Source: an optimization exercise on an open RTL-to-GDS flow (aim: small area, a short achievable clock period and few clock cycles per item). Production flows keep margins and buffers that such runs may drop.
Only simulation tests tie the RTL to the original design; equivalence was not proved.
No activity file was given, so power comes from the tool's default toggle rates.

// add_up
module add_up(
    input [14:0] in,
    output [17:0] out1,output [17:0] out2,
    output [17:0] out4,output [17:0] out3,
    input clk,
    input rst,
    input in_valid,
    output in_ready,
    output out_valid
    );
For scale: roughly 880 flip-flops, ~92 I/O pins, roughly 52000 sq um of cells after synthesis.
==> flow/config.mk <==
export PLATFORM = sky130hd
export DESIGN_NAME = add_up
export DESIGN_NICKNAME = add_up
export VERILOG_FILES = /design/flow/design.v
export SDC_FILE = /design/flow/constraint.sdc
export NUM_CORES = 8
export LEC_CHECK = 0
export ABC_CLOCK_PERIOD_IN_PS = 3500
export CAP_MARGIN = 20
export CORE_MARGIN = 2
export CORE_UTILIZATION = 40
export CTS_CLUSTER_DIAMETER = 150
export CTS_CLUSTER_SIZE = 20
export SETUP_SLACK_MARGIN = 5
export SLEW_MARGIN = 20
==> flow/constraint.sdc <==
create_clock -name core_clock -period 9.0 [get_ports {clk}]
set_input_delay 1.8000 -clock core_clock [delete_from_list [all_inputs] [get_ports {clk}]]
set_output_delay 1.8000 -clock core_clock [all_outputs]
set_load 0.01 [all_outputs]
standard.sh (not shown) runs the stock make flow with config.mk's settings and CLKGATE_MAP_FILE= SYNTH_SCRIPT=/design/flow/synth_recipe.tcl, a recipe that flattens the netlist after the stock synthesis.
==> flow/flow/run.sh <==
#!/bin/bash
# Standard layout, repair of the worst paths aiming at a 3 ns period, plain buffers on the ports.
set -o pipefail
bash standard.sh SETUP_SLACK_MARGIN=6 TNS_END_PERCENT=5 "BUFFER_PORTS_ARGS=-buffer_cell sky130_fd_sc_hd__buf_2" finish > standard.log 2>&1
Testbench counts at the start, summed over its fixed seeds: cycles 5,304, blocks 320.
==> next run, changes <==
CORE_UTILIZATION = 55   (was 40)
CTS_CLUSTER_DIAMETER = not set   (was 150)
CTS_CLUSTER_SIZE = not set   (was 20)
Result:
- The new run ran to the end with no violations
- die area drops by 27%
- via count climbs by 1.4%
- wire length climbs by 4.2%
- power climbs by 15%
- cell area climbs by 3.2%
- sequential power stays flat
==> next run, changes <==
CORE_UTILIZATION = 40   (was 55)
CTS_BUF_LIST = sky130_fd_sc_hd__clkbuf_8   (was not set)
Global-route usage decreases by 7.8 points.
Routed wire length decreases by 2.7%.
Register-to-register slack got worse by 60 ps.
Cell count increases by 7.1%.
Power decreases by 4.4%.
Setup slack got worse by 96 ps.
Final area decreases by 0.85%.
Synthesized area is unchanged.
First-iteration DRC count increases by 3.5%.
Sequential share of layout area increases by 0.34 points.
==> next run, changes <==
CAP_MARGIN = 0   (was 20)
CTS_BUF_LIST = not set   (was sky130_fd_sc_hd__clkbuf_8)
SLEW_MARGIN = 0   (was 20)
=> Die area stays the same. Core utilization is higher by 0.29 points. Setup slack gains 70 ps. Non-clock buffer count drops by 3. Global-route usage shrinks by 0.21 points. Final area is higher by 0.64%. Cell count drops by 1.6%.
==> next run, changes <==
==> flow/flow/run.sh (replaced) <==
#!/bin/bash
# Standard layout, with plain buffers on the ports.
set -o pipefail
bash standard.sh "BUFFER_PORTS_ARGS=-buffer_cell sky130_fd_sc_hd__buf_2" finish > standard.log 2>&1
CAP_MARGIN = 50   (was 0)
SLEW_MARGIN = 50   (was 0)
Power goes down by 1.5%. Synthesized cell count does not change. Clock-buffer cell count goes up by 1. Critical path depth goes up by 11. Area after synthesis is unchanged. First-iteration DRC count goes down by 12%.
==> next run, changes <==
==> flow/flow/run.sh (replaced) <==
#!/bin/bash
# Standard layout, repair of the worst paths aiming at a 3 ns period, plain buffers on the ports.
set -o pipefail
bash standard.sh SETUP_SLACK_MARGIN=6.2 TNS_END_PERCENT=5 "BUFFER_PORTS_ARGS=-buffer_cell sky130_fd_sc_hd__buf_2" finish > standard.log 2>&1
CAP_MARGIN = 20   (was 50)
CTS_CLUSTER_DIAMETER = 100   (was not set)
CTS_CLUSTER_SIZE = 20   (was not set)
SLEW_MARGIN = 20   (was 50)
Clock power drops by about 37%. Synthesized cell count stays the same. Flip-flop and latch count does not change. Total power came out lower by 8.3%. Via count increases by about 2.7%. Clock skew goes up by 6.9 ps. Setup slack improved by 770 ps. Routed wire length is higher by about 3.4%. Global-route usage goes up by 0.23 points. Maximum frequency rose by 26%. Hold slack is better by 34 ps.

---

Starting RTL as in the previous note.
Settings: LEC_CHECK=0, ABC_CLOCK_PERIOD_IN_PS=3500, CAP_MARGIN=50, CORE_MARGIN=2, CORE_UTILIZATION=40, SETUP_SLACK_MARGIN=5, SLEW_MARGIN=50; clock period 9.0 ns.
==> flow/flow/run.sh <==
#!/bin/bash
# Standard layout, repair of the worst paths aiming at a 2.5 ns period, plain buffers on the ports.
set -o pipefail
bash standard.sh SETUP_SLACK_MARGIN=6.5 TNS_END_PERCENT=5 "BUFFER_PORTS_ARGS=-buffer_cell sky130_fd_sc_hd__buf_2" finish > standard.log 2>&1
Testbench counts at the start, summed over its fixed seeds: cycles 5,304, blocks 320.
Rerun with:
==> flow/flow/run.sh (replaced) <==
#!/bin/bash
# Standard layout, repair of the worst paths aiming at a 3 ns period, plain buffers on the ports.
set -o pipefail
bash standard.sh SETUP_SLACK_MARGIN=6 TNS_END_PERCENT=5 "BUFFER_PORTS_ARGS=-buffer_cell sky130_fd_sc_hd__buf_2" finish > standard.log 2>&1
- CAP_MARGIN: 50 -> 20
- CTS_CLUSTER_DIAMETER: unset -> 100
- CTS_CLUSTER_SIZE: unset -> 30
- SLEW_MARGIN: 50 -> 20
After rerunning: Clock power is lower by 44%. Total power shrinks by about 15%. Maximum frequency shrinks by 1.5%. Register-to-register slack loses 0.03 ns. Count of clock-buffer cells in the layout came out lower by 69. Setup slack got worse by 0.046 ns. Synthesized area is unchanged. Sequential share of layout area rose by 2.7 points. Via count went down by 3.1%. Die area does not change.
Rerun with:
==> flow/flow/run.sh (replaced) <==
#!/bin/bash
# Standard layout, repair of the worst paths aiming at a 3 ns period, plain buffers on the ports.
set -o pipefail
bash standard.sh SETUP_SLACK_MARGIN=6 TNS_END_PERCENT=20 "BUFFER_PORTS_ARGS=-buffer_cell sky130_fd_sc_hd__buf_2" finish > standard.log 2>&1
- CTS_CLUSTER_DIAMETER: 100 -> unset
- CTS_CLUSTER_SIZE: 30 -> unset
Outcome:
- global-route usage went up by 0.29 points
- synthesized area stays the same
- setup slack improves by 0.0041 ns
- via count is higher slightly
- die area does not change
- first-iteration DRC count goes down by a few percent
- non-clock buffer count came out higher by 27
- wire length climbs by a few percent
Rerun with:
==> flow/flow/run.sh (replaced) <==
#!/bin/bash
# Standard layout, repair of the worst paths aiming at a 3 ns period, plain buffers on the ports.
set -o pipefail
bash standard.sh SETUP_SLACK_MARGIN=6 TNS_END_PERCENT=5 "BUFFER_PORTS_ARGS=-buffer_cell sky130_fd_sc_hd__buf_2" finish > standard.log 2>&1
- CTS_CLUSTER_DIAMETER: unset -> 80
- CTS_CLUSTER_SIZE: unset -> 30
After rerunning: Design area falls by 3.1%. Synthesized area does not change. Worst hold slack gets better by 0.031 ns. Non-clock buffer count falls by 8.
Rerun with:
==> flow/run.sh (new file) <==
#!/bin/bash
# synth_recipe.tcl (not shown) runs the flow's synth.tcl, then flattens the netlist and writes it again
# the make line also repeats each setting of config.mk as NAME=value (left out here)
make -C /OpenROAD-flow-scripts/flow DESIGN_CONFIG=/design/flow/config.mk WORK_HOME=/design/flow/orfs CLKGATE_MAP_FILE= SYNTH_SCRIPT=/design/flow/synth_recipe.tcl finish
- CAP_MARGIN: 20 -> 50
- CTS_CLUSTER_DIAMETER: 80 -> unset
- CTS_CLUSTER_SIZE: 30 -> unset
- SLEW_MARGIN: 20 -> 50
removed: flow/flow/run.sh
removed: flow/standard.sh
=> Non-clock buffer count drops by 100; clock skew drops by 0.019 ns; routed wire length drops by 1.4%; synthesized area stays the same; final cell count is about the same; utilization climbs by 0.29 points; worst hold slack loses 0.019 ns; combinational power drops by about 4%.
Rerun with:
==> flow/flow/run.sh (new file) <==
#!/bin/bash
# Standard layout, repair of the worst paths aiming at a 3 ns period, plain buffers on the ports.
set -o pipefail
bash standard.sh SETUP_SLACK_MARGIN=6 TNS_END_PERCENT=5 "BUFFER_PORTS_ARGS=-buffer_cell sky130_fd_sc_hd__buf_2" finish > standard.log 2>&1
==> flow/standard.sh (new file) <==
#!/bin/bash
# synth_recipe.tcl (not shown) runs the flow's synth.tcl, then flattens the netlist and writes it again
# the make line also repeats each setting of config.mk as NAME=value (left out here)
make -C /OpenROAD-flow-scripts/flow DESIGN_CONFIG=/design/flow/config.mk WORK_HOME=/design/flow/orfs CLKGATE_MAP_FILE= SYNTH_SCRIPT=/design/flow/synth_recipe.tcl "${@:-finish}"
- CAP_MARGIN: 50 -> 20
- PLACE_DENSITY: unset -> 0.75
- SLEW_MARGIN: 50 -> 20
removed: flow/run.sh
What happened:
- The changed run completed with no timing, DRC or antenna violations
- worst setup slack improves by 0.73 ns
- die area is unchanged
- clock-buffer cell count shrinks by 25
- design area grows slightly

port drivers added, routing unchanged:
The results above use ideal ports. As a check the final layouts listed here were re-extracted and re-timed, cells and wires unchanged.
Step 1 assumes that a clkbuf_16 drives the clock port and a buf_2 every other input.
Step 2, shift: input delay + t, output delay - t, t = (earliest + latest rising clock arrival at the registers) / 2. This alone moves slack from input paths to output paths.
a / b / c = ideal / step 1 / step 2; a / b = the first two.
run | shift t [ns] | slack for setup (ns) | worst setup path at the end | clock arrival spread, ns | cell pins on the clock port's net
the first run of note 1 | 0.750 | 5.903 / 5.831 / 5.389 | input to register | 0.054 / 0.054 | 1
the second run of note 1 | 0.754 | 5.922 / 5.853 / 5.219 | input to register | 0.037 / 0.037 | 1
the third run of note 1 | 0.932 | 5.826 / 5.761 / 5.021 | input to register | 0.047 / 0.048 | 1
the fourth run of note 1 | 0.774 | 5.896 / 5.828 / 5.380 | input to register | 0.033 / 0.032 | 1
the fifth run of note 1 | 0.776 | 5.264 / 5.264 / 5.166 | input to register | 0.049 / 0.049 | 1
the sixth run of note 1 | 0.744 | 6.035 / 5.963 / 5.514 | input to register | 0.055 / 0.055 | 1
the first run of note 2 | 0.786 | 5.989 / 5.918 / 5.545 | input to register | 0.024 / 0.024 | 1
the second run of note 2 | 0.716 | 5.943 / 5.869 / 5.377 | input to register | 0.049 / 0.048 | 1
the third run of note 2 | 0.775 | 5.947 / 5.872 / 5.348 | input to register | 0.030 / 0.030 | 1
the fourth run of note 2 | 0.742 | 5.921 / 5.845 / 5.421 | input to register | 0.069 / 0.069 | 1
the fifth run of note 2 | 0.768 | 5.166 / 5.166 / 4.521 | input to register | 0.039 / 0.038 | 1
the sixth run of note 2 | 0.760 | 5.899 / 5.834 / 5.276 | input to register | 0.061 / 0.061 | 1
After both steps every run listed still meets setup and hold. The setup slack of the third run of note 1, which loses most, moves by -0.065 ns with the drivers and by -0.805 ns with both steps.
